Source: an optimization exercise on an open RTL-to-GDS flow (aim: small area). Production flows keep margins and buffers that such runs may drop.
In this exercise RTL edits were held to simulation tests only and were not proved equivalent to the original.
In every run shown here, the design's own scripts or RTL, not TritonCTS, make the clock network.
No driver is modelled on the clock port, so clock power and skew are understated where the tree is cut down; a real chip needs a root buffer or a tree.
Power figures rest on the tool's default switching activity, not on a simulated workload.

`flow/post_cts.tcl`:
```
# Replace CTS's clock tree with a smaller two-level one (see clock_tree.tcl),
# legalize, then size down cells on paths with timing slack.
source [file dirname [info script]]/clock_tree.tcl
my_clock_tree 6 sky130_fd_sc_hd__clkbuf_8 sky130_fd_sc_hd__clkbuf_2
detailed_placement
estimate_parasitics -placement
repair_timing -recover_power 100 -setup_margin 0.5
```
`flow/clock_tree.tcl`:
```
# Replace the clock tree of net PCLK with: PCLK -> one root buffer -> N leaf
# buffers -> the clock sinks, the sinks split into N groups by k-means on
# their positions, each leaf buffer at its group's centre.
proc my_clock_tree { nleaf leaf_cell root_cell } {
  set db [ord::get_db]
  set block [ord::get_db_block]
  set src [$block findNet PCLK]
  set sinks {}
  set old_insts {}
  set old_nets {}
  set todo [list $src]
  while {[llength $todo]} {
    set net [lindex $todo 0]
    set todo [lrange $todo 1 end]
    foreach it [$net getITerms] {
      if {![$it isInputSignal]} { continue }
      set inst [$it getInst]
      set mname [[$inst getMaster] getName]
      if {[regexp {__(clkbuf|clkinv|buf|inv|clkinvlp|bufinv)_} $mname]} {
        lappend old_insts $inst
        foreach o [$inst getITerms] {
          if {[$o isOutputSignal] && [$o getNet] ne "NULL"} { lappend todo [$o getNet]; lappend old_nets [$o getNet] }
        }
      } else {
        lappend sinks $it
      }
    }
  }
  set pts {}
  foreach it $sinks {
    set b [[$it getInst] getBBox]
    lappend pts [list [expr {([$b xMin] + [$b xMax]) / 2}] [expr {([$b yMin] + [$b yMax]) / 2}]]
  }
  set n [llength $pts]
  # k-means, seeded with points spread along the sorted order
  set order [lsort -integer -indices [lmap p $pts {expr {[lindex $p 0] + [lindex $p 1]}}]]
  set cent {}
  for {set k 0} {$k < $nleaf} {incr k} {
    lappend cent [lindex $pts [lindex $order [expr {int(($k + 0.5) * $n / $nleaf)}]]]
  }
  for {set iter 0} {$iter < 50} {incr iter} {
    set asg {}
    foreach p $pts {
      set best 0; set bd 1e30
      for {set k 0} {$k < $nleaf} {incr k} {
        set c [lindex $cent $k]
        set d [expr {abs([lindex $p 0] - [lindex $c 0]) + abs([lindex $p 1] - [lindex $c 1])}]
        if {$d < $bd} { set bd $d; set best $k }
      }
      lappend asg $best
    }
    set nc {}
    for {set k 0} {$k < $nleaf} {incr k} {
      set sx 0; set sy 0; set m 0
      foreach p $pts a $asg { if {$a == $k} { incr sx [lindex $p 0]; incr sy [lindex $p 1]; incr m } }
      if {$m > 0} { lappend nc [list [expr {$sx / $m}] [expr {$sy / $m}]] } else { lappend nc [lindex $cent $k] }
    }
    set cent $nc
  }
  puts "my_clock_tree: $n sinks, $nleaf leaves, removing [llength $old_insts] cells"
  foreach it $sinks { $it disconnect }
  foreach inst $old_insts { odb::dbInst_destroy $inst }
  foreach net $old_nets { odb::dbNet_destroy $net }
  set rootnet [odb::dbNet_create $block clknet_root]
  $rootnet setSigType CLOCK
  set root [odb::dbInst_create $block [$db findMaster $root_cell] clkbuf_root]
  [$root findITerm A] connect $src
  [$root findITerm X] connect $rootnet
  set rx 0; set ry 0
  for {set k 0} {$k < $nleaf} {incr k} {
    set net [odb::dbNet_create $block clknet_leaf_$k]
    $net setSigType CLOCK
    set buf [odb::dbInst_create $block [$db findMaster $leaf_cell] clkbuf_leaf_$k]
    [$buf findITerm A] connect $rootnet
    [$buf findITerm X] connect $net
    set c [lindex $cent $k]
    $buf setLocation [lindex $c 0] [lindex $c 1]
    $buf setPlacementStatus PLACED
    incr rx [lindex $c 0]; incr ry [lindex $c 1]
    set m 0
    foreach it $sinks a $asg { if {$a == $k} { $it connect $net; incr m } }
    puts "  leaf $k: $m sinks at $c"
  }
  $root setLocation [expr {$rx / $nleaf}] [expr {$ry / $nleaf}]
  $root setPlacementStatus PLACED
}
```
`design.v`:
```
module baudrate_gen (
    input  wire clk,
    input  wire rst_n,
    output wire tick
);
    reg [9:0] s;
    assign tick = s[9] & ~s[7] & s[6] & s[4] & s[3] & ~s[2] & ~s[1] & ~s[0];
    always @(posedge clk or negedge rst_n) begin
        if (!rst_n) s <= 10'h078;
        else        s <= {s[8:0], s[9] ^ s[0] ^ tick};
    end
endmodule
module uart_tx (
    input  wire       clk,
    input  wire       rst_n,
    input  wire       tx_rst,
    input  wire       tx_en,
    input  wire       tx_start,
    input  wire [7:0] din,
    input  wire       s_tick,
    output reg        tx,
    output wire       tx_done,
    output wire       tx_busy,
    output wire       tx_done_prev,    
    output wire       tx_busy_prev     
);
    reg [3:0] pos;
    reg       s_hi;
    reg [2:0] s_lo;
    reg [7:0] shift;
    wire idle = ~pos[3] & ~pos[2] & pos[0];
    wire take = tx_en & idle & tx_start;
    wire inc  = tx_en & ~idle & s_tick;
    wire [7:0] cnt_inc = {pos, s_hi, s_lo} + 8'd1;
    assign tx_busy      = ~idle;
    assign tx_done      = idle & ~s_hi;
    assign tx_done_prev = idle & s_lo[0];
    assign tx_busy_prev = ~idle | ~s_hi;
    always @(posedge clk or negedge rst_n) begin
        if (!rst_n) begin
            pos  <= 4'd1;
            s_hi <= 1'b1;
            tx   <= 1'b1;
        end else if (tx_rst) begin
            pos  <= 4'd1;
            s_hi <= 1'b1;
            tx   <= 1'b1;
        end else begin
            if (idle) begin
                s_hi <= ~take;
                if (take) pos <= 4'd7;
            end else if (inc) begin
                {pos, s_hi} <= cnt_inc[7:3];
            end
            if (tx_en) tx <= pos[3] ? shift[pos[2:0]] : ~pos[2];
        end
    end
    always @(posedge clk) begin
        if (idle)     s_lo  <= {2'b0, ~s_hi & ~take};
        else if (inc) s_lo  <= cnt_inc[2:0];
        if (take)     shift <= din;
    end
endmodule
module uart_rx (
    input  wire       clk,
    input  wire       rst_n,
    input  wire       rx_rst,
    input  wire       rx_en,
    input  wire       rx,
    input  wire       s_tick,
    output reg  [7:0] data,
    output wire       rx_done,
    output wire       rx_busy,
    output wire       rx_error,
    output wire       rx_done_prev,    
    output wire       rx_error_prev,   
    output reg        rx_busy_prev     
);
    reg [3:0] pos;
    reg [3:0] s_cnt;
    reg       sh1, sh2;      
    reg       rx1, rx2;      
    wire idle = ~pos[3] & ~pos[2] & pos[0];
    wire inc  = rx_en & ~idle & s_tick;
    wire last = inc & (s_cnt == 4'd15);
    assign rx_busy       = ~idle;
    assign rx_done       = last & ~pos[3] & ~pos[0];
    assign rx_error      = rx_done & ~rx;
    assign rx_done_prev  = idle & ~s_cnt[3];
    assign rx_error_prev = rx_done_prev & ~rx1;
    always @(posedge clk or negedge rst_n) begin
        if (!rst_n) begin
            pos  <= 4'd1;
            data <= 8'd0;
            sh1  <= 1'b0;
            sh2  <= 1'b0;
        end else begin
            sh1 <= last & pos[3];
            sh2 <= sh1;
            if (rx_rst) begin
                pos  <= 4'd1;
                data <= 8'd0;
            end else begin
                if (idle) begin
                    if (rx_en & ~rx) pos <= 4'd7;
                end else if (last) begin
                    pos <= pos + 4'd1;
                end
                if (sh2) data <= {rx2, data[7:1]};
            end
        end
    end
    always @(posedge clk) begin
        rx1 <= rx;
        rx2 <= rx1;
        rx_busy_prev <= ~idle;
        if (idle)     s_cnt <= 4'd8;
        else if (inc) s_cnt <= s_cnt + 4'd1;
    end
endmodule
module apb_uart #(
    parameter DATAWIDTH = 8,
    parameter CLK_FREQ  = 100_000_000
)(
    input  wire        PCLK,
    input  wire        PRESETn,
    input  wire [31:0] PADDR,
    input  wire        PSEL,
    input  wire        PENABLE,
    input  wire        PWRITE,
    input  wire [31:0] PWDATA,
    output wire [31:0] PRDATA,
    output reg         PREADY,
    input  wire        rx,
    output wire        tx
);
    reg        tx_en, rx_en, tx_rst, rx_rst;
    reg  [7:0] tx_buf;
    reg        tx_buf_set;       
    reg [31:0] bauddiv;
    reg        bauddiv_set;      
    reg        tx_start;
    wire [7:0] rx_data;
    wire       tx_done, tx_busy;
    wire       rx_done, rx_busy, rx_err;
    wire       tx_done_p, tx_busy_p, rx_done_p, rx_err_p, rx_busy_p;
    wire       s_tick;
    wire [4:0] addr   = PADDR[4:0];
    wire       access = PSEL & PENABLE;
    wire       wr     = access & PWRITE;
    baudrate_gen baud_i (
        .clk   (PCLK),
        .rst_n (PRESETn),
        .tick  (s_tick)
    );
    uart_tx tx_i (
        .clk      (PCLK),
        .rst_n    (PRESETn),
        .tx_rst   (tx_rst),
        .tx_en    (tx_en),
        .tx_start (tx_start),
        .din      (tx_buf),
        .s_tick   (s_tick),
        .tx       (tx),
        .tx_done  (tx_done),
        .tx_busy  (tx_busy),
        .tx_done_prev (tx_done_p),
        .tx_busy_prev (tx_busy_p)
    );
    uart_rx rx_i (
        .clk     (PCLK),
        .rst_n   (PRESETn),
        .rx_rst  (rx_rst),
        .rx_en   (rx_en),
        .rx      (rx),
        .s_tick  (s_tick),
        .data    (rx_data),
        .rx_done (rx_done),
        .rx_busy (rx_busy),
        .rx_error(rx_err),
        .rx_done_prev (rx_done_p),
        .rx_error_prev(rx_err_p),
        .rx_busy_prev (rx_busy_p)
    );
    always @(posedge PCLK or negedge PRESETn) begin
        if (!PRESETn) begin
            {tx_en, rx_en, tx_rst, rx_rst} <= 4'b0;
            tx_buf_set  <= 1'b0;
            bauddiv_set <= 1'b0;
            PREADY      <= 1'b0;
        end else begin
            PREADY <= access;
            if (wr && addr == 5'h00) {tx_en, rx_en, tx_rst, rx_rst} <= PWDATA[3:0];
            if (wr && addr == 5'h02) tx_buf_set  <= 1'b1;
            if (wr && addr == 5'h04) bauddiv_set <= 1'b1;
        end
    end
    always @(posedge PCLK) begin
        tx_start <= wr && addr == 5'h02;
        if (wr && addr == 5'h02) tx_buf  <= PWDATA[7:0];
        if (wr && addr == 5'h04) bauddiv <= PWDATA;
    end
    wire sel_ctl  = addr == 5'h00;
    wire sel_stat = addr == 5'h01;
    wire sel_txd  = addr == 5'h02 && tx_buf_set;
    wire sel_rxd  = addr == 5'h03;
    wire sel_div  = addr == 5'h04 && bauddiv_set;
    assign PRDATA = ({32{sel_div}} & bauddiv)
                  | ({32{sel_txd}} & {24'b0, tx_buf})
                  | ({32{sel_rxd}} & {24'b0, rx_data})
                  | ({32{sel_stat}} & {27'b0, rx_err_p, tx_done_p, rx_done_p, tx_busy_p, rx_busy_p})
                  | ({32{sel_ctl}} & {28'b0, tx_en, rx_en, tx_rst, rx_rst});
endmodule
```
`standard.sh`:
```
#!/bin/bash
# synth_recipe.tcl (not shown) runs the flow's synth.tcl, then flattens the netlist and writes it again
# the make line also repeats each setting of config.mk as NAME=value (left out here)
make -C /OpenROAD-flow-scripts/flow DESIGN_CONFIG=/design/flow/config.mk WORK_HOME=/design/flow/orfs CLKGATE_MAP_FILE= SYNTH_SCRIPT=/design/flow/synth_recipe.tcl "${@:-finish}"
```
`flow/run.sh`:
```
#!/bin/bash
# Layout flow: the standard.sh with these changes.
#  - Synthesis: synth_recipe.tcl unchanged, except that the final abc call
#    (combinational mapping, after flip-flop mapping) uses flow/area.abc, an
#    area-oriented script, and no delay target. Registers are untouched.
#  - Port buffers are buf_1 cells.
#  - No timing-driven global placement; no buffers larger than 4x drive
#    outside the clock tree.
#  - Clock tree: CTS runs as usual (no dummy loads), then its tree is
#    replaced by one root buffer driving six leaf buffers (clock_tree.tcl).
#  - After CTS, cells on paths with slack are sized down (power recovery).
# Each tool's output goes to a log file in this folder.
set -uo pipefail
W=$PWD
F=$W/flow
{
  cat <<EOT
proc abc {args} {
  set i [lsearch \$args -script]
  if {\$i >= 0} { set args [lreplace \$args \$i [expr {\$i + 1}] -script $F/area.abc] }
  set j [lsearch \$args -D]
  if {\$j >= 0} { set args [lreplace \$args \$j [expr {\$j + 1}]] }
  yosys abc {*}\$args
}
EOT
  cat synth_recipe.tcl
} > my_synth.tcl
sed "s#SYNTH_SCRIPT=[^ ]*#SYNTH_SCRIPT=$W/my_synth.tcl#" standard.sh > my_standard.sh
cat >> config.mk <<EOC
export BUFFER_PORTS_ARGS = -buffer_cell sky130_fd_sc_hd__buf_1
export GPL_TIMING_DRIVEN = 0
export DONT_USE_CELLS += sky130_fd_sc_hd__buf_8 sky130_fd_sc_hd__buf_12 sky130_fd_sc_hd__buf_16 sky130_fd_sc_hd__bufbuf_8 sky130_fd_sc_hd__bufbuf_16 sky130_fd_sc_hd__clkbuf_16
export CTS_ARGS = -sink_clustering_enable -repair_clock_nets -dont_use_dummy_load
export POST_CTS_TCL = $F/post_cts.tcl
EOC
bash my_standard.sh > standard.log 2>&1
```
`flow/area.abc`:
```
strash
&get -n
&deepsyn -T 40
&put
dch
amap -F 2 -A 40
```
`constraint.sdc`:
```
create_clock -name core_clock -period 10.0 [get_ports {PCLK}]
set_input_delay 2.0000 -clock core_clock [delete_from_list [all_inputs] [get_ports {PCLK}]]
set_output_delay 2.0000 -clock core_clock [all_outputs]
set_load 0.01 [all_outputs]
```
`config.mk`:
```
export PLATFORM = sky130hd
export DESIGN_NAME = apb_uart
export DESIGN_NICKNAME = apb_uart
export VERILOG_FILES = /design/flow/design.v
export SDC_FILE = /design/flow/constraint.sdc
export NUM_CORES = 4
export LEC_CHECK = 0
export CAP_MARGIN = 20
export CORE_MARGIN = 2
export CORE_UTILIZATION = 65
export PLACE_DENSITY = 0.75
export SLEW_MARGIN = 20
export BUFFER_PORTS_ARGS = -buffer_cell sky130_fd_sc_hd__buf_1
export GPL_TIMING_DRIVEN = 0
export DONT_USE_CELLS += sky130_fd_sc_hd__buf_8 sky130_fd_sc_hd__buf_12 sky130_fd_sc_hd__buf_16 sky130_fd_sc_hd__bufbuf_8 sky130_fd_sc_hd__bufbuf_16 sky130_fd_sc_hd__clkbuf_16
export CTS_ARGS = -sink_clustering_enable -repair_clock_nets -dont_use_dummy_load
export POST_CTS_TCL = /design/flow/flow/post_cts.tcl
```
==> metrics.cfg, run 1 <==
[worst_setup_path]
ff2ff_path_depth = 11
path_cells = buf_1, nor2_1, nand4_1, nor2b_1, clkinv_1, nor2b_1, buf_1
rr_endpoint = rx_i.pos[3]
critPathCaptureType = output port
r2r_slack_ps = 7450
arrival_ps = 4110
timing.rr.start = baud_i.s[3]
critical_path_class = primary input to output port
worstSetupStartpointType = primary input
critical-path-top-delay-family = simple AND/OR/NAND/NOR gates
critPathMaxStageDelay_ps = 720
path_max_fanout = 24
crit_slowest_cell = clkinv_1
worst-path-buf-inv = 3
required_ps = 8000

[die]
num_rows = 27
coreArea_um2 = 5470
die_w_um = 79.1
start_util_pct = 67.0
ioPinCount = 104
die-area_um2 = 6260
die_h_um = 79.1

[timing]
tns_ps = 0
tightest_slew_ps = 819
finalWorstSetupSlack_ps = 3890
drv_slew = 0
post-route-min-period_ps = 6110
rsz0062_at_grt = false
fmax_mhz = 164
relSlewSlack_pct = 45.2
finalSetupViolCount = 0
hold_viol = 0
post-route-period-util_pct = 61.1
skew_ps = 37.6

[routing]
route.met3.wl_um = 289
first_pass_iters = 4
vias = 2419
wl_met1_um = 2770
drtIter0Drc = 112
routedWlPerCell_um = 14.8
postRouteAntennaNets = 0
wl_met2_um = 3450
routed.top_layer = met4
routed_wl_um = 6570
drc = 0
viasPerCell = 5.44

[synth]
muxShareOfSynthArea_pct = 0
yosysTopAreaCellShare_pct = 40.1
synth_most_common_cell = edfxtp_1
synth_area_leaders = edfxtp_1 40%, dfrtp_1 20%, dfstp_2 5.7%
synth_edf_count = 49
syn_inst = 287
syn_avg_cell_area_um2 = 12.8
synth-async-reset-ratio_pct = 38.5
synth_top_family_by_area = simple AND/OR/NAND/NOR gates
yosysUniqueCellTypes = 36
ys_ff_latch = 96
synth-simple-area-share_pct = 13.0
synth_compound_area_share_pct = 11.1
yosysWarnings = 4
synth_nets = 360
synth-adder-area-share_pct = 1.02
synthTopCellsByCount = 49 x edfxtp_1, 36 x clkinv_1, 31 x nor2_1, 29 x dfrtp_1, 28 x nor2b_1
syn_area_um2 = 3670
seq_area_frac_synth_pct = 71.1
yosys.area_share.xor_xnor_pct = 0
synth_area_leader_cell = edfxtp_1
synth_ff_type = edfxtp_1

[grt]
grt_overflow = 0
grt_max_degree = 31
grt_pass1_vias = 2309
antenna_found_initial = 0
grt_pass1_wl_um = 10600
track_usage_pct = 22.0

[power_and_ir_drop]
vdd_ir_drop_max_uv = 116
power_density_nw_per_um2 = 146
leakagePower_uw = 0.00142

[clocking]
clk_latency_ps = 510
path_clk_slew_ps = 110
clock_sinks = 96

[layout]
fin_util_pct = 75.8
area_growth_pct = 13.2
drive_above_1_share_pct = 4.02
design_area_um2 = 4150
fin_nets = 448
diodes = 0

[place]
place_ws_ps = 3770
hpwl_um = 4910
portBuffers = 76
placed_area_um2 = 4070
routabilityCongestion = 0.805

[worst_hold_path]
hold_path_end = rx_i.rx2
hold_path_depth = 0
hp-start = rx_i.rx1
hold_path.class = register to register

[outcome]
outcome = complete, no violations

[flow_run]
max_cap_violations = 0

[state kept, by name, indices dropped and copies added (netlist names), 3 cells and up]
register and count:
rx_i.pos 4, tx_buf 8, tx_i.s_lo 3, tx_i.shift 8
rx_i.data 8, tx_i.pos 4, rx_i.s_cnt 4, baud_i.s 10
bauddiv 32
[stage by stage]
| stage | cells | hold slack, ps | total power (µW) |
|---|---|---|---|
| 6_report | 445 | 354 | 604 |
| 5_1_grt | 445 | 360 | 627 |
| 3_5_place_dp | 437 | 331 | 452 |
| 3_3_place_gp | 435 | 329 | 451 |
| 2_1_floorplan | 287 | 326 | 438 |
[metal layers]
layer / up-vias / GRT usage [%]
li1: 1204 / -
met2: 46 / 39.4
met1: 1161 / 28.2
met5: - / 0
met3: 8 / 3.75
met4: 0 / 5.00
[logic make-up after synthesis]
logic type / Yosys count
AOI/OAI and AO/OA: 59
adders and majority gates: 3
buffers and inverters: 36
DFF: 96
and+or+nand+nor: 93
[where the power goes]
| group | switching [µW] | internal, µW |
|---|---|---|
| sequential | 2.18 | 419 |
| clock | 105 | 55.7 |
| combinational | 13.8 | 8.65 |
| total | 121 | 483 |
[cells in the final DEF, fill, tap and decap left out, drive strengths merged, types with 2 or more instances in the layout]
cell | Yosys | routed
a211oi | 4 | 4
a21oi | 10 | 10
a221o | 2 | 2
a221oi | 5 | 5
a222oi | 2 | 2
a22oi | 2 | 2
a31oi | 2 | 2
buf | 0 | 76
clkbuf | 0 | 10
clkinv | 36 | 36
dfrtp | 29 | 29
dfstp | 8 | 8
dfxtp | 10 | 10
edfxtp | 49 | 49
ha | 3 | 3
nand2 | 9 | 9
nand3 | 3 | 3
nand4 | 2 | 2
nor2 | 31 | 31
nor2b | 28 | 28
nor3 | 4 | 4
o21ai | 12 | 12
o221a | 2 | 2
o221ai | 4 | 4
o22ai | 9 | 9
or2 | 4 | 4
or3 | 6 | 6
[cell type report]
cell class                      instances  area, µm²
Multi-Input combinational cell        155        923
Inverter                               36        135
Fill cell                             383       1320
Tap cell                               72       90.1
Timing Repair Buffer                   79        307
Buffer                                  7       87.6
Sequential cell                        96       2610
[worst max path at each step]
stage | startpoint | to | slack (ps) | cells after the start
floorplan | PADDR[3] | PRDATA[10] | 4560 | 5
global placement | PADDR[3] | PRDATA[23] | 3860 | 7
detailed placement | PADDR[3] | PRDATA[20] | 3770 | 7
global route | PADDR[3] | PRDATA[24] | 3490 | 7
finish | PADDR[3] | PRDATA[22] | 3890 | 7
==> run 2: changes to the inputs <==
--- a/config.mk
+++ b/config.mk
@@ -7,8 +7,8 @@
 export LEC_CHECK = 0
 export CAP_MARGIN = 20
 export CORE_MARGIN = 2
-export CORE_UTILIZATION = 65
-export PLACE_DENSITY = 0.75
+export CORE_UTILIZATION = 40
+export PLACE_DENSITY = 0.6
 export SLEW_MARGIN = 20
 export BUFFER_PORTS_ARGS = -buffer_cell sky130_fd_sc_hd__buf_1
 export GPL_TIMING_DRIVEN = 0
==> metrics.cfg, run 2 <==
[routing]
routedWlPerCell_um = 14.6
viasPerCell = 5.02
routed_wl_um = 7010
postRouteAntennaNets = 0
vias = 2414
first_pass_iters = 4
drtIter0Drc = 139
drc = 0

[grt]
grt_pass1_wl_um = 11300
antenna_found_initial = 0
track_usage_pct = 14.2
grt_max_degree = 32
grt_pass1_vias = 2345
grt_overflow = 0

[worst_hold_path]
hold_path_depth = 0
hold_path.class = register to register

[die]
die-area_um2 = 9950
die_w_um = 99.7
num_rows = 34
start_util_pct = 41.6
ioPinCount = 104
die_h_um = 99.7
coreArea_um2 = 8810

[synth]
synthTopCellsByCount = 49 x edfxtp_1, 36 x clkinv_1, 31 x nor2_1, 29 x dfrtp_1, 28 x nor2b_1
synth_area_leader_cell = edfxtp_1
yosysUniqueCellTypes = 36
yosysTopAreaCellShare_pct = 40.1
synth_ff_type = edfxtp_1
seq_area_frac_synth_pct = 71.1
syn_avg_cell_area_um2 = 12.8
yosysWarnings = 4
synth_area_leaders = edfxtp_1 40%, dfrtp_1 20%, dfstp_2 5.7%
ys_ff_latch = 96
syn_area_um2 = 3670
syn_inst = 287
synth-async-reset-ratio_pct = 38.5
synth_edf_count = 49
synth_nets = 360
synth_most_common_cell = edfxtp_1

[worst_setup_path]
worstSetupStartpointType = primary input
ff2ff_path_depth = 11
critical-path-top-delay-family = simple AND/OR/NAND/NOR gates
required_ps = 8000
path_max_fanout = 24
critPathMaxStageDelay_ps = 730
critical_path_class = primary input to output port
cp.depth = 7
path_cells = buf_1, nor2_1, nand4_1, nor2b_1, clkinv_1, nor2b_1, buf_1
worst-path-buf-inv = 3
critPathCaptureType = output port
crit_slowest_cell = clkinv_1
arrival_ps = 4120

[place]
hpwl_um = 5270
dp_cells = 473
routabilityCongestion = 0.764
portBuffers = 76

[timing]
hold_viol = 0
tightest_slew_ps = 994
post-route-min-period_ps = 6120
post-route-period-util_pct = 61.2
drv_slew = 0
fmax_mhz = 163
relSlewSlack_pct = 33.5
finalSetupViolCount = 0
tns_ps = 0
rsz0062_at_grt = false
skew_ps = 15.1

[layout]
final_common_cell = buf_1
top_regs = bauddiv: 32 flops, baud_i.s: 10 flops
fin_nets = 448
drive_above_1_share_pct = 4.29
regArea_um2 = 2610
diodes = 0
largest_reg_flops = 32
area_growth_pct = 14.4
top_register = bauddiv
final_cells = 481
final_cell_mix = 75 x buf_1, 49 x edfxtp_1, 36 x clkinv_1, 31 x nor2_1, 29 x dfrtp_1
multi_input_area_um2 = 923
nFillCells = 818

[power_and_ir_drop]
switching_share_pct = 20.3
p_clk_share_pct = 26.8
power_density_nw_per_um2 = 144
pwr-share-comb_pct = 3.7
leakagePower_uw = 0.00142
power_uw = 606
switchingPower_uw = 123
intPower_uw = 483
vdd_ir_drop_max_uv = 97.9
power_frac_seq_pct = 69.4

[flow_run]
max_cap_violations = 0

[clocking]
path_clk_slew_ps = 100
clock_sinks = 96
clk_latency_ps = 500

[outcome]
outcome = complete, no violations

==> run 2: cell counts after synthesis <==
No cell type changed its count.
==> run 2: worst paths after layout <==
path	startpoint	endpoint	slack, ps
max	PADDR[3]	PRDATA[25]	3880
min	rx_i.rx1	rx_i.rx2	350
max reg2reg	baud_i.s[3]	rx_i.pos[3]	7390
min reg2reg	rx_i.rx1	rx_i.rx2	350
max in group asynchronous	PRESETn	tx_i.s_hi	7800
min in group asynchronous	PRESETn	baud_i.s[9]	1390
==> run 2: cell type report <==
cell class,count,share of cell area [%]
timing repair buffer,79,7.31
sequential,96,62.2
inverter,36,3.22
multi-input combinational,155,22.0
buffer,7,2.09
tap,108,3.22
==> run 2: cells by family (layout without fill, tap and decap cells) <==
| group | Yosys count | count (layout) | synth area share, % |
|---|---|---|---|
| adder cells (fa/ha/maj) | 3 | 3 | 1.02 |
| flip-flops | 96 | 96 | 71.1 |
| AO/OA/AOI/OAI | 59 | 59 | 11.1 |
| buffers and inverters | 36 | 122 | 3.69 |
| AND/OR/NAND/NOR | 93 | 93 | 13.0 |
==> run 2: power by group through the flow <==
stage                     combinational [µW]  clock [µW]  sequential (µW)
after floorplan                         9.27           0              429
after global placement                  22.0           0              429
after detailed placement                23.1           0              429
after global routing                    25.8         182              422
final                                   22.7         163              421
==> run 2: per-layer routing <==
metal / vias up / routed length [µm] / share of wire [%] / track usage [%]
met5: - / 0 / 0 / 0
met4: 0 / 137 / 2.0 / 3.58
met3: 9 / 389 / 5.5 / 1.76
met2: 65 / 3430 / 49 / 23.6
met1: 1140 / 3050 / 43 / 20.0
li1: 1200 / - / - / -
==> run 2: metrics by stage <==
stage,utilization [%],instance area [µm²],hold WS [ps],worst slack (ps)
after global placement,46.4,4090,333,3850
after global routing,47.6,4200,358,3480
after detailed placement,46.8,4120,333,3710
final,47.6,4200,354,3880
after floorplan,-,3670,326,4560
==> run 3: changes to the inputs <==
==> flow/area.abc (replaced) <==
strash
&get -n
&deepsyn -T 40
&put
dch -f
amap
==> metrics.cfg, run 3 <==
[outcome]
outcome = complete, no violations

[routing]
drtIter0Drc = 103
routed_wl_um = 7160
routedWlPerCell_um = 15.0
postRouteAntennaNets = 0
vias = 2434
first_pass_iters = 4
viasPerCell = 5.09
drc = 0

[synth]
seq_area_frac_synth_pct = 71.2
syn_inst = 285
yosysUniqueCellTypes = 34
synth_edf_count = 49
synth_area_leader_cell = edfxtp_1
syn_area_um2 = 3660
synthTopCellsByCount = 49 x edfxtp_1, 31 x clkinv_1, 31 x nor2_1, 29 x dfrtp_1, 28 x nor2b_1
yosysTopAreaCellShare_pct = 40.2
synth_most_common_cell = edfxtp_1
synth_ff_type = edfxtp_1
synth_area_leaders = edfxtp_1 40%, dfrtp_1 20%, dfstp_2 5.7%
synth-async-reset-ratio_pct = 38.5
yosysWarnings = 4
synth_nets = 358
ys_ff_latch = 96
syn_avg_cell_area_um2 = 12.9

[timing]
skew_ps = 19.2
hold_viol = 0
post-route-min-period_ps = 6240
post-route-period-util_pct = 62.4
fin_hold_ws_ps = 357
tightest_slew_ps = 815
tns_ps = 0
relSlewSlack_pct = 45.5
fmax_mhz = 160
rsz0062_at_grt = false
drv_slew = 0
finalSetupViolCount = 0

[layout]
top_regs = bauddiv: 32 flops, baud_i.s: 10 flops
drive_above_1_share_pct = 4.05
largest_reg_flops = 32
diodes = 0
final_cell_mix = 75 x buf_1, 49 x edfxtp_1, 31 x clkinv_1, 31 x nor2_1, 29 x dfrtp_1
final_common_cell = buf_1
fin_nets = 445
fin_util_pct = 47.5
top_register = bauddiv
area_growth_pct = 14.1

[worst_setup_path]
critical_path_class = primary input to output port
crit_slowest_cell = clkinv_1
required_ps = 8000
path_max_fanout = 24
critical-path-top-delay-family = simple AND/OR/NAND/NOR gates
ff2ff_path_depth = 11
cp-startpoint = PADDR[3]
path_cells = buf_1, nor2_1, nand4_1, nor2b_1, clkinv_1, nor2b_1, buf_1
cp.depth = 7
critPathMaxStageDelay_ps = 770
arrival_ps = 4240
timing.rr.start = baud_i.s[3]
worst-path-buf-inv = 3
critPathCaptureType = output port
worstSetupStartpointType = primary input

[power_and_ir_drop]
power_density_nw_per_um2 = 145
leakagePower_uw = 0.00141
vdd_ir_drop_max_uv = 83.8

[die]
die_h_um = 99.7
die-area_um2 = 9940
num_rows = 34
ioPinCount = 104
coreArea_um2 = 8810
start_util_pct = 41.6
die_w_um = 99.7

[clocking]
clock_sinks = 96
clk_latency_ps = 520
path_clk_slew_ps = 100

[worst_hold_path]
hold_path.class = register to register
hold_path_depth = 0
hp-start = baud_i.s[8]

[grt]
grt_pass1_wl_um = 11700
grt_max_degree = 29
track_usage_pct = 14.6
grt_overflow = 0
antenna_found_initial = 0
grt_pass1_vias = 2401

[place]
hpwl_um = 5310
routabilityCongestion = 0.815
portBuffers = 76

[flow_run]
max_cap_violations = 0

==> run 3: cell types whose count changed in the layout (fill, tap and decap cells not counted), sizes merged, moves of 3 or more <==
cell    before  now
a22oi        2    7
nand3        3    0
o21ai       12    9
clkinv      36   31
a221oi       5    2
and3         1    5
==> run 3: kinds of logic (layout without fill, tap and decap cells) <==
group                    after synthesis  in the layout  synth area share (%)
AO/OA/AOI/OAI                         59             59                  11.1
adder cells (fa/ha/maj)                3              3                  1.03
buffers and inverters                 31            116                  3.18
flip-flops                            96             96                  71.2
AND/OR/NAND/NOR                       96             96                  13.5
==> run 3: stage by stage <==
step           area, µm²  total power, µW  instances  setup slack, ps
5_1_grt             4180              633        478             3470
3_3_place_gp        4080              451        469             3790
6_report            4180              608        478             3760
3_5_place_dp        4110              452        471             3620
2_1_floorplan       3660              438        285             4560
==> run 3: layout make-up <==
cell class,instances,area [µm²]
Sequential cell,96,2610
Fill cell,807,4630
Multi-Input combinational cell,158,938
Inverter,31,116
Buffer,7,87.6
Timing Repair Buffer,78,295
Tap cell,108,135
==> run 3: final timing paths <==
path	to	slack, ps
min in group asynchronous	tx_rst	1420
worst max register to register	rx_i.pos[3]	7380
max in group asynchronous	PREADY	7480
worst max-delay path	PRDATA[24]	3760
worst min register to register	baud_i.s[9]	360
worst min-delay path	baud_i.s[9]	360
==> run 3: per-layer routing <==
layer,global-route usage (%),up-vias,wire length (µm)
met5,0,-,0
met4,5.27,0,219
met3,2.25,18,343
met2,23.4,54,3450
met1,20.4,1163,3140
li1,-,1199,-
==> run 3: power by group <==
part,internal (µW),total [µW],leakage (µW),switching [µW]
combinational,7.96,21.4,0.000377,13.5
sequential,419,421,0.000989,2.42
clock,55.7,165,0.0000473,110
==> run 4: changes to the inputs <==
==> flow/area.abc (replaced) <==
strash
&get -n
&deepsyn -T 40
&put
dch -f
amap -F 2 -A 40
==> metrics.cfg, run 4 <==
[outcome]
outcome = complete, no violations

[die]
die_w_um = 99.3
start_util_pct = 41.5
num_rows = 34
die_h_um = 99.3
coreArea_um2 = 8760
die-area_um2 = 9870
ioPinCount = 104

[layout]
multi_input_area_um2 = 906
regArea_um2 = 2610
final_cells = 478
largest_reg_flops = 32
drive_above_1_share_pct = 4.34
top_regs = bauddiv: 32 flops, baud_i.s: 10 flops
final_common_cell = buf_1
fin_nets = 444
area_growth_pct = 14.7
fin_util_pct = 47.6
top_register = bauddiv
final_cell_mix = 75 x buf_1, 49 x edfxtp_1, 33 x clkinv_1, 29 x dfrtp_1, 28 x nor2b_1
nFillCells = 840

[grt]
track_usage_pct = 14.9
grt_max_degree = 30
grt_pass1_vias = 2275
antenna_found_initial = 1
grt_overflow = 0
grt_pass1_wl_um = 11800

[worst_setup_path]
arrival_ps = 4280
crit_slowest_cell = clkinv_1
path_cells = buf_1, nor2_1, nand4_1, nor2b_1, clkinv_1, nor2b_1, buf_1
critical_path_class = primary input to output port
critPathMaxStageDelay_ps = 750
required_ps = 8000
worstSetupStartpointType = primary input
r2r_slack_ps = 7240
path_max_fanout = 24
critPathCaptureType = output port

[timing]
tns_ps = 0
skew_ps = 28.2
tightest_slew_ps = 1030
post-route-period-util_pct = 62.8
drv_slew = 0
relSlewSlack_pct = 31.3
rsz0062_at_grt = false
fin_hold_ws_ps = 341
fmax_mhz = 159
hold_viol = 0
post-route-min-period_ps = 6280
finalSetupViolCount = 0

[routing]
vias = 2423
drtIter0Drc = 189
viasPerCell = 5.07
routed_wl_um = 7450
routedWlPerCell_um = 15.6
first_pass_iters = 4
drc = 0
postRouteAntennaNets = 0

[synth]
synth_nets = 356
seq_area_frac_synth_pct = 71.7
synth_ff_type = edfxtp_1
synth_area_leaders = edfxtp_1 40%, dfrtp_1 20%, dfstp_2 5.8%
synth-async-reset-ratio_pct = 38.5
syn_avg_cell_area_um2 = 12.8
yosysUniqueCellTypes = 31
synthTopCellsByCount = 49 x edfxtp_1, 33 x clkinv_1, 29 x dfrtp_1, 28 x nor2b_1, 25 x nor2_1
synth_most_common_cell = edfxtp_1
syn_inst = 283
synth_area_leader_cell = edfxtp_1
yosysWarnings = 4
syn_area_um2 = 3630
synth_edf_count = 49
yosysTopAreaCellShare_pct = 40.5
ys_ff_latch = 96

[worst_hold_path]
hold_path.class = register to register

[clocking]
clock_sinks = 96
path_clk_slew_ps = 100
clk_latency_ps = 500

[flow_run]
max_cap_violations = 0

[power_and_ir_drop]
power_density_nw_per_um2 = 146
leakagePower_uw = 0.00139
vdd_ir_drop_max_uv = 87.4
power_uw = 608

[place]
hpwl_um = 5490
portBuffers = 76
routabilityCongestion = 0.766
dp_cells = 469

==> run 4: per-stage QoR <==
stage	area (µm²)	setup WS [ps]
6_report	4170	3720
5_1_grt	4170	3390
3_5_place_dp	4090	3620
3_3_place_gp	4060	3800
2_1_floorplan	3630	4570
==> run 4: routing by layer <==
metal	track usage (%)	wire [µm]	up-vias	share of wire, %
met5	0	0	-	0
met3	1.48	258	12	3.5
met4	4.43	166	0	2.2
met1	21.2	3330	1155	45
li1	-	-	1205	-
met2	24.5	3690	51	50
==> run 4: kinds of logic after synthesis <==
kind of cell             share of synthesized area (%)
flip-flops                                        71.7
AND/OR/NAND/NOR                                   12.9
AO/OA/AOI/OAI                                     10.9
adder cells (fa/ha/maj)                           1.03
buffers and inverters                             3.41
==> run 4: area by class of cell <==
type | instances | area share (%)
Buffer | 7 | 2.10
Timing Repair Buffer | 79 | 7.33
Sequential cell | 96 | 62.6
Tap cell | 108 | 3.24
Multi-Input combinational cell | 154 | 21.7
Inverter | 33 | 2.97
Antenna cell | 1 | 0.0600
==> run 4: report_power, final <==
part	leakage (µW)	total, µW	switching (µW)	internal (µW)
registers	0.000989	421	2.70	419
logic	0.000356	22.5	14.0	8.45
clock network	0.0000473	164	108	55.8
==> run 4: worst max-delay path: cells and delay by family <==
family,cells,cell delay (ps)
buffers and inverters,3,1010
AND/OR/NAND/NOR,4,1270
==> run 4: final timing paths <==
kind / start / endpoint / depth (start not counted)
worst max-delay path: PADDR[3] / PRDATA[25] / 7
worst max register to register: baud_i.s[0] / tx_i.pos[2] / 9
worst min-delay path: baud_i.s[5] / baud_i.s[6] / 0
min in group asynchronous: PRESETn / tx_en / 1
max in group asynchronous: PRESETn / baud_i.s[5] / 3
worst min register to register: baud_i.s[5] / baud_i.s[6] / 0
==> run 5: changes to the inputs <==
==> flow/area.abc (replaced) <==
strash
&get -n
&deepsyn -T 40
&put
dch -f
amap -m -F 2 -A 40
==> metrics.cfg, run 5 <==
[outcome]
outcome = complete, no violations

[die]
die_h_um = 99.2
num_rows = 34
die-area_um2 = 9850
coreArea_um2 = 8760
ioPinCount = 104
die_w_um = 99.2
start_util_pct = 41.4

[worst_setup_path]
path_max_fanout = 24
critPathMaxStageDelay_ps = 720
path_cells = buf_1, nor2_1, nand4_1, nor2b_1, clkinv_1, nor2b_1, buf_1
critical-path-top-delay-family = simple AND/OR/NAND/NOR gates
worstSetupStartpointType = primary input
crit_slowest_cell = clkinv_1
arrival_ps = 4130
worst-path-buf-inv = 3
critical_path_class = primary input to output port
critPathCaptureType = output port
required_ps = 8000

[place]
dp_cells = 464
place_ws_ps = 3680
routabilityCongestion = 0.788
hpwl_um = 5370
portBuffers = 76

[grt]
grt_overflow = 0
grt_pass1_wl_um = 11700
grt_pass1_vias = 2376
track_usage_pct = 15.0
grt_max_degree = 30
antenna_found_initial = 0

[synth]
synth-async-reset-ratio_pct = 38.5
synth_most_common_cell = edfxtp_1
yosysWarnings = 4
synthTopCellsByCount = 49 x edfxtp_1, 29 x clkinv_1, 29 x dfrtp_1, 26 x nor2b_1, 22 x nor2_1
synth_ff_type = edfxtp_1
syn_avg_cell_area_um2 = 13.0
synth_nets = 351
syn_area_um2 = 3630
syn_inst = 278
ys_ff_latch = 96
yosysTopAreaCellShare_pct = 40.6
synth_area_leader_cell = edfxtp_1
seq_area_frac_synth_pct = 71.9
yosysUniqueCellTypes = 33
synth_edf_count = 49
synth_area_leaders = edfxtp_1 41%, dfrtp_1 20%, dfstp_2 5.8%

[routing]
drc = 0
wl_met1_um = 3150
route.met3.wl_um = 360
routed_wl_um = 7370
routedWlPerCell_um = 15.6
postRouteAntennaNets = 0
first_pass_iters = 4
viasPerCell = 5.15
drtIter0Drc = 164
wl_met2_um = 3740
vias = 2428
routed.top_layer = met4

[timing]
post-route-min-period_ps = 6130
fmax_mhz = 163
hold_viol = 0
rsz0062_at_grt = false
drv_slew = 0
tightest_slew_ps = 818
finalSetupViolCount = 0
tns_ps = 0
post-route-period-util_pct = 61.3
finalWorstSetupSlack_ps = 3870
skew_ps = 32.8
relSlewSlack_pct = 45.3

[layout]
top_regs = bauddiv: 32 flops, baud_i.s: 10 flops
drive_above_1_share_pct = 3.86
fin_nets = 438
top_register = bauddiv
largest_reg_flops = 32
nFillCells = 798
final_cells = 471
final_common_cell = buf_1
multi_input_area_um2 = 911
diodes = 0
regArea_um2 = 2610
area_growth_pct = 14.3
final_cell_mix = 75 x buf_1, 49 x edfxtp_1, 29 x dfrtp_1, 29 x clkinv_1, 26 x nor2b_1

[power_and_ir_drop]
leakagePower_uw = 0.00142
vdd_ir_drop_max_uv = 118
power_uw = 638
power_density_nw_per_um2 = 154

[clocking]
clk_latency_ps = 520
clock_sinks = 96
path_clk_slew_ps = 80

[flow_run]
max_cap_violations = 0

[worst_hold_path]
hold_path.class = register to register

-- run 5: cell types whose count changed after synthesis, sizes merged, moves of 2 or more --
cell | previous run | this run
and3 | 1 | 4
clkinv | 33 | 29
nor2 | 25 | 22
nor2b | 28 | 26
or3 | 1 | 4
-- run 5: path summary, 6_finish.rpt --
| path | startpoint | endpoint | slack, ps | cells past startpoint |
|---|---|---|---|---|
| min reg2reg | rx_i.sh1 | rx_i.sh2 | 350 | 0 |
| min | rx_i.sh1 | rx_i.sh2 | 350 | 0 |
| min in group asynchronous | PRESETn | tx_en | 1420 | 1 |
| max in group asynchronous | PRESETn | rx_i.pos[1] | 7510 | 2 |
| max reg2reg | baud_i.s[3] | rx_i.pos[3] | 7340 | 10 |
| max | PADDR[3] | PRDATA[30] | 3870 | 7 |
-- run 5: final cells by class --
class | count | share of cell area, %
Inverter | 29 | 2.63
Multi-Input combinational cell | 153 | 22.0
Sequential cell | 96 | 62.9
Buffer | 7 | 2.11
Timing Repair Buffer | 78 | 7.12
Tap cell | 108 | 3.26
-- run 5: cell families after synthesis --
logic type,Yosys count,synth area share [%]
AOI/OAI and AO/OA,55,10.5
adders and majority gates,3,1.03
buffers and inverters,29,3.00
DFF,96,71.9
muxes,1,0.310
and+or+nand+nor,94,13.3
-- run 5: metrics by stage --
step | cell area (µm²) | util [%] | hold slack [ps]
global placement | 4050 | 46.2 | 332
floorplan | 3630 | - | 326
detailed placement | 4080 | 46.5 | 336
finish | 4150 | 47.3 | 353
global route | 4150 | 47.3 | 356
-- run 5: routing by layer --
| layer | vias up | GRT usage (%) |
|---|---|---|
| met3 | 7 | 2.67 |
| met4 | 0 | 3.79 |
| met2 | 58 | 25.2 |
| met5 | - | 0 |
| met1 | 1179 | 20.4 |
| li1 | 1184 | - |
-- run 5: where the power goes --
group	leakage, µW	switching (µW)	internal (µW)
registers	0.000989	6.06	426
logic	0.000386	25.5	14.9
clock network	0.0000473	110	55.7
==> run 6: changes to the inputs <==
--- a/flow/run.sh
+++ b/flow/run.sh
@@ -7,7 +7,7 @@
 #  - No timing-driven global placement; no buffers larger than 4x drive
 #    outside the clock tree.
 #  - Clock tree: CTS runs as usual (no dummy loads), then its tree is
-#    replaced by one root buffer driving six leaf buffers (clock_tree.tcl).
+#    replaced by one root buffer driving a few leaf buffers (clock_tree.tcl).
 #  - After CTS, cells on paths with slack are sized down (power recovery).
 # Each tool's output goes to a log file in this folder.
 set -uo pipefail
--- a/flow/clock_tree.tcl
+++ b/flow/clock_tree.tcl
@@ -1,7 +1,8 @@
 # Replace the clock tree of net PCLK with: PCLK -> one root buffer -> N leaf
-# buffers -> the clock sinks, the sinks split into N groups by k-means on
-# their positions, each leaf buffer at its group's centre.
-proc my_clock_tree { nleaf leaf_cell root_cell } {
+# buffers -> the clock sinks, the sinks split into N groups of nearly equal
+# size by k-means on their positions (each point goes to the nearest centre
+# that still has room), each leaf buffer at its group's centre.
+proc my_clock_tree { nleaf leaf_cell root_cell {seed 0} } {
   set db [ord::get_db]
   set block [ord::get_db_block]
   set src [$block findNet PCLK]
@@ -33,21 +34,31 @@
   }
   set n [llength $pts]
   # k-means, seeded with points spread along the sorted order
-  set order [lsort -integer -indices [lmap p $pts {expr {[lindex $p 0] + [lindex $p 1]}}]]
+  # seed 0..3: spread the initial centres along x+y, x-y, x or y
+  set key [lindex {{$x + $y} {$x - $y} {$x} {$y}} $seed]
+  set order [lsort -integer -indices [lmap p $pts {lassign $p x y; expr $key}]]
   set cent {}
   for {set k 0} {$k < $nleaf} {incr k} {
     lappend cent [lindex $pts [lindex $order [expr {int(($k + 0.5) * $n / $nleaf)}]]]
   }
   for {set iter 0} {$iter < 50} {incr iter} {
-    set asg {}
+    set cap [expr {int(ceil(double($n) / $nleaf))}]
+    set pairs {}
+    set idx 0
     foreach p $pts {
-      set best 0; set bd 1e30
       for {set k 0} {$k < $nleaf} {incr k} {
         set c [lindex $cent $k]
-        set d [expr {abs([lindex $p 0] - [lindex $c 0]) + abs([lindex $p 1] - [lindex $c 1])}]
-        if {$d < $bd} { set bd $d; set best $k }
+        lappend pairs [list [expr {abs([lindex $p 0] - [lindex $c 0]) + abs([lindex $p 1] - [lindex $c 1])}] $idx $k]
       }
-      lappend asg $best
+      incr idx
+    }
+    set asg [lrepeat $n -1]
+    set used [lrepeat $nleaf 0]
+    foreach pr [lsort -real -index 0 $pairs] {
+      lassign $pr d i k
+      if {[lindex $asg $i] >= 0 || [lindex $used $k] >= $cap} { continue }
+      lset asg $i $k
+      lset used $k [expr {[lindex $used $k] + 1}]
     }
     set nc {}
     for {set k 0} {$k < $nleaf} {incr k} {
@@ -84,3 +95,35 @@
   $root setLocation [expr {$rx / $nleaf}] [expr {$ry / $nleaf}]
   $root setPlacementStatus PLACED
 }
+
+# Largest slew at a register clock pin, with placement-estimated parasitics.
+proc max_clock_pin_slew { } {
+  estimate_parasitics -placement
+  set worst 0.0
+  foreach pin [get_pins -hierarchical */CLK] {
+    set s [get_property $pin slew_max]
+    if {$s > $worst} { set worst $s }
+  }
+  return $worst
+}
+
+# Build the smallest tree (fewest leaves, from nmin up) whose estimated clock
+# pin slew is at most limit (in the library's time unit, ns); for each leaf
+# count, four seedings of the clustering are tried and the best one is kept.
+proc fit_clock_tree { nmin nmax limit leaf_cell root_cell } {
+  for {set n $nmin} {$n <= $nmax} {incr n} {
+    set best -1
+    set best_s 1e9
+    for {set seed 0} {$seed < 4} {incr seed} {
+      my_clock_tree $n $leaf_cell $root_cell $seed
+      set s [max_clock_pin_slew]
+      puts "fit_clock_tree: $n leaves, seeding $seed, estimated worst clock pin slew $s"
+      if {$s < $best_s} { set best_s $s; set best $seed }
+    }
+    if {$best_s <= $limit || $n == $nmax} {
+      my_clock_tree $n $leaf_cell $root_cell $best
+      puts "fit_clock_tree: chose $n leaves, seeding $best ($best_s)"
+      return $n
+    }
+  }
+}
==> flow/post_cts.tcl (replaced) <==
source [file dirname [info script]]/clock_tree.tcl
fit_clock_tree 5 12 0.115 sky130_fd_sc_hd__clkbuf_8 sky130_fd_sc_hd__clkbuf_2
detailed_placement
estimate_parasitics -placement
repair_timing -recover_power 100 -setup_margin 0.5
==> metrics.cfg, run 6 <==
[routing]
routed_wl_um = 7390
first_pass_iters = 4
vias = 2425
routedWlPerCell_um = 15.7
drc = 0
postRouteAntennaNets = 0
viasPerCell = 5.15
drtIter0Drc = 205

[clocking]
clk_latency_ps = 520
clock_sinks = 96
path_clk_slew_ps = 90

[synth]
yosysUniqueCellTypes = 33
syn_inst = 278
ys_ff_latch = 96
synthTopCellsByCount = 49 x edfxtp_1, 29 x clkinv_1, 29 x dfrtp_1, 26 x nor2b_1, 22 x nor2_1
synth_most_common_cell = edfxtp_1
synth_area_leader_cell = edfxtp_1
seq_area_frac_synth_pct = 71.9
yosysWarnings = 4
yosysTopAreaCellShare_pct = 40.6
synth_nets = 351
syn_area_um2 = 3630
synth_edf_count = 49
synth_ff_type = edfxtp_1
synth-async-reset-ratio_pct = 38.5
synth_area_leaders = edfxtp_1 41%, dfrtp_1 20%, dfstp_2 5.8%
syn_avg_cell_area_um2 = 13.0

[timing]
tns_ps = 0
post-route-period-util_pct = 61.3
post-route-min-period_ps = 6130
tightest_slew_ps = 901
fin_hold_ws_ps = 355
finalSetupViolCount = 0
hold_viol = 0
relSlewSlack_pct = 39.7
skew_ps = 26.6
drv_slew = 0
rsz0062_at_grt = false
fmax_mhz = 163

[layout]
area_growth_pct = 14.3
final_cell_mix = 75 x buf_1, 49 x edfxtp_1, 29 x dfrtp_1, 29 x clkinv_1, 26 x nor2b_1
diodes = 0
top_regs = bauddiv: 32 flops, baud_i.s: 10 flops
drive_above_1_share_pct = 3.86
fin_nets = 438
final_cells = 471
final_common_cell = buf_1
top_register = bauddiv
largest_reg_flops = 32
fin_util_pct = 47.3

[die]
die_w_um = 99.2
ioPinCount = 104
die-area_um2 = 9850
num_rows = 34
coreArea_um2 = 8760
start_util_pct = 41.4
die_h_um = 99.2

[power_and_ir_drop]
switchingPower_uw = 146
vdd_ir_drop_max_uv = 118
intPower_uw = 496
p_clk_share_pct = 26.5
leakagePower_uw = 0.00142
power_uw = 642
power_density_nw_per_um2 = 155
power_frac_seq_pct = 67.2
pwr-share-comb_pct = 6.3
switching_share_pct = 22.7

[worst_setup_path]
worst-path-buf-inv = 3
path_max_fanout = 24
path_cells = buf_1, nor2_1, nand4_1, nor2b_1, clkinv_1, nor2b_1, buf_1
cp.depth = 7
critPathMaxStageDelay_ps = 730
r2r_slack_ps = 7390
critical_path_class = primary input to output port
worstSetupStartpointType = primary input
required_ps = 8000
arrival_ps = 4130
crit_slowest_cell = clkinv_1
critical-path-top-delay-family = simple AND/OR/NAND/NOR gates
ff2ff_path_depth = 10
critPathCaptureType = output port

[grt]
antenna_found_initial = 0
grt_overflow = 0
grt_pass1_vias = 2395
grt_max_degree = 30
track_usage_pct = 15.1
grt_pass1_wl_um = 11800

[worst_hold_path]
hold_path.class = register to register
hold_path_depth = 0

[flow_run]
max_cap_violations = 0

[outcome]
outcome = complete, no violations

[place]
routabilityCongestion = 0.788
portBuffers = 76
dp_cells = 464
hpwl_um = 5370

## run 6: kinds of logic after synthesis
logic type               Yosys count  synth area share (%)
flip-flops                        96                  71.9
AND/OR/NAND/NOR                   94                  13.3
AO/OA/AOI/OAI                     55                  10.5
buffers and inverters             29                  3.00
adder cells (fa/ha/maj)            3                  1.03
multiplexers                       1                 0.310
## run 6: layout make-up
cell class	count	area [µm²]
plain buffers	7	87.6
inverters	29	109
flip-flops and latches	96	2610
repair buffers	78	295
fillers	797	4620
well taps	108	135
multi-input cells	153	911
## run 6: metal layers
metal  vias to the layer above  routed length, µm  share of wire (%)  global-route usage (%)
li1                       1183                  -                  -                       -
met3                        11                258                3.5                    2.25
met1                      1179               3320                 45                    20.4
met2                        52               3660                 50                    25.9
met5                         -                  0                  0                       0
met4                         0                144                1.9                    3.69
## run 6: power by group through the flow
stage          clock network, µW  logic [µW]  registers, µW
3_5_place_dp                   0        41.7            441
5_1_grt                      187        47.4            433
6_report                     170        40.5            432
2_1_floorplan                  0        23.7            439
3_3_place_gp                   0        39.0            440
## run 6: worst paths after layout
check	startpoint	endpoint
worst min-delay path	rx_i.rx1	rx_i.rx2
max in group asynchronous	PRESETn	PREADY
worst max-delay path	PADDR[3]	PRDATA[30]
worst min register to register	rx_i.rx1	rx_i.rx2
min in group asynchronous	PRESETn	tx_en
worst max register to register	baud_i.s[3]	rx_i.pos[3]
## run 6: through the flow
step	instance area (µm²)	worst slack, ps
floorplan	3630	4570
global placement	4050	3790
detailed placement	4080	3680
global route	4150	3530
finish	4150	3870

-- afterwards: timing with drivers on the ports --
Ports are ideal in the flow. The routed layouts listed here were re-timed in OpenROAD.
Step 1 (the two cells are an assumption about what drives the block):
set clk [get_ports {PCLK}]
set_driving_cell -lib_cell sky130_fd_sc_hd__clkbuf_16 $clk
set_driving_cell -lib_cell sky130_fd_sc_hd__buf_2 [delete_from_list [all_inputs] $clk]
Step 2 also shifts input and output timing later by t, the mid clock arrival at the registers, as if the neighbouring blocks saw the same clock.
Slacks: ideal ports / drivers / drivers and shift; pairs: ideal ports / drivers.
| run | shift t [ns] | setup WS [ns] | worst hold slack (ns) |
|---|---|---|---|
| run 1 | 0.512 | 3.886 / 3.866 / 3.866 | 0.354 / 0.354 / 0.354 |
| run 2 | 0.512 | 3.876 / 3.857 / 3.857 | 0.354 / 0.354 / 0.354 |
| run 3 | 0.528 | 3.763 / 3.742 / 3.742 | 0.357 / 0.357 / 0.357 |
| run 4 | 0.514 | 3.720 / 3.667 / 3.667 | 0.341 / 0.341 / 0.341 |
| run 5 | 0.538 | 3.870 / 3.845 / 3.845 | 0.353 / 0.353 / 0.353 |
| run 6 | 0.532 | 3.866 / 3.842 / 3.842 | 0.355 / 0.355 / 0.355 |
After both steps setup and hold are still met in every run listed. The setup slack of run 4, which loses most, moves by -0.053 ns with the drivers and by -0.053 ns with both steps.
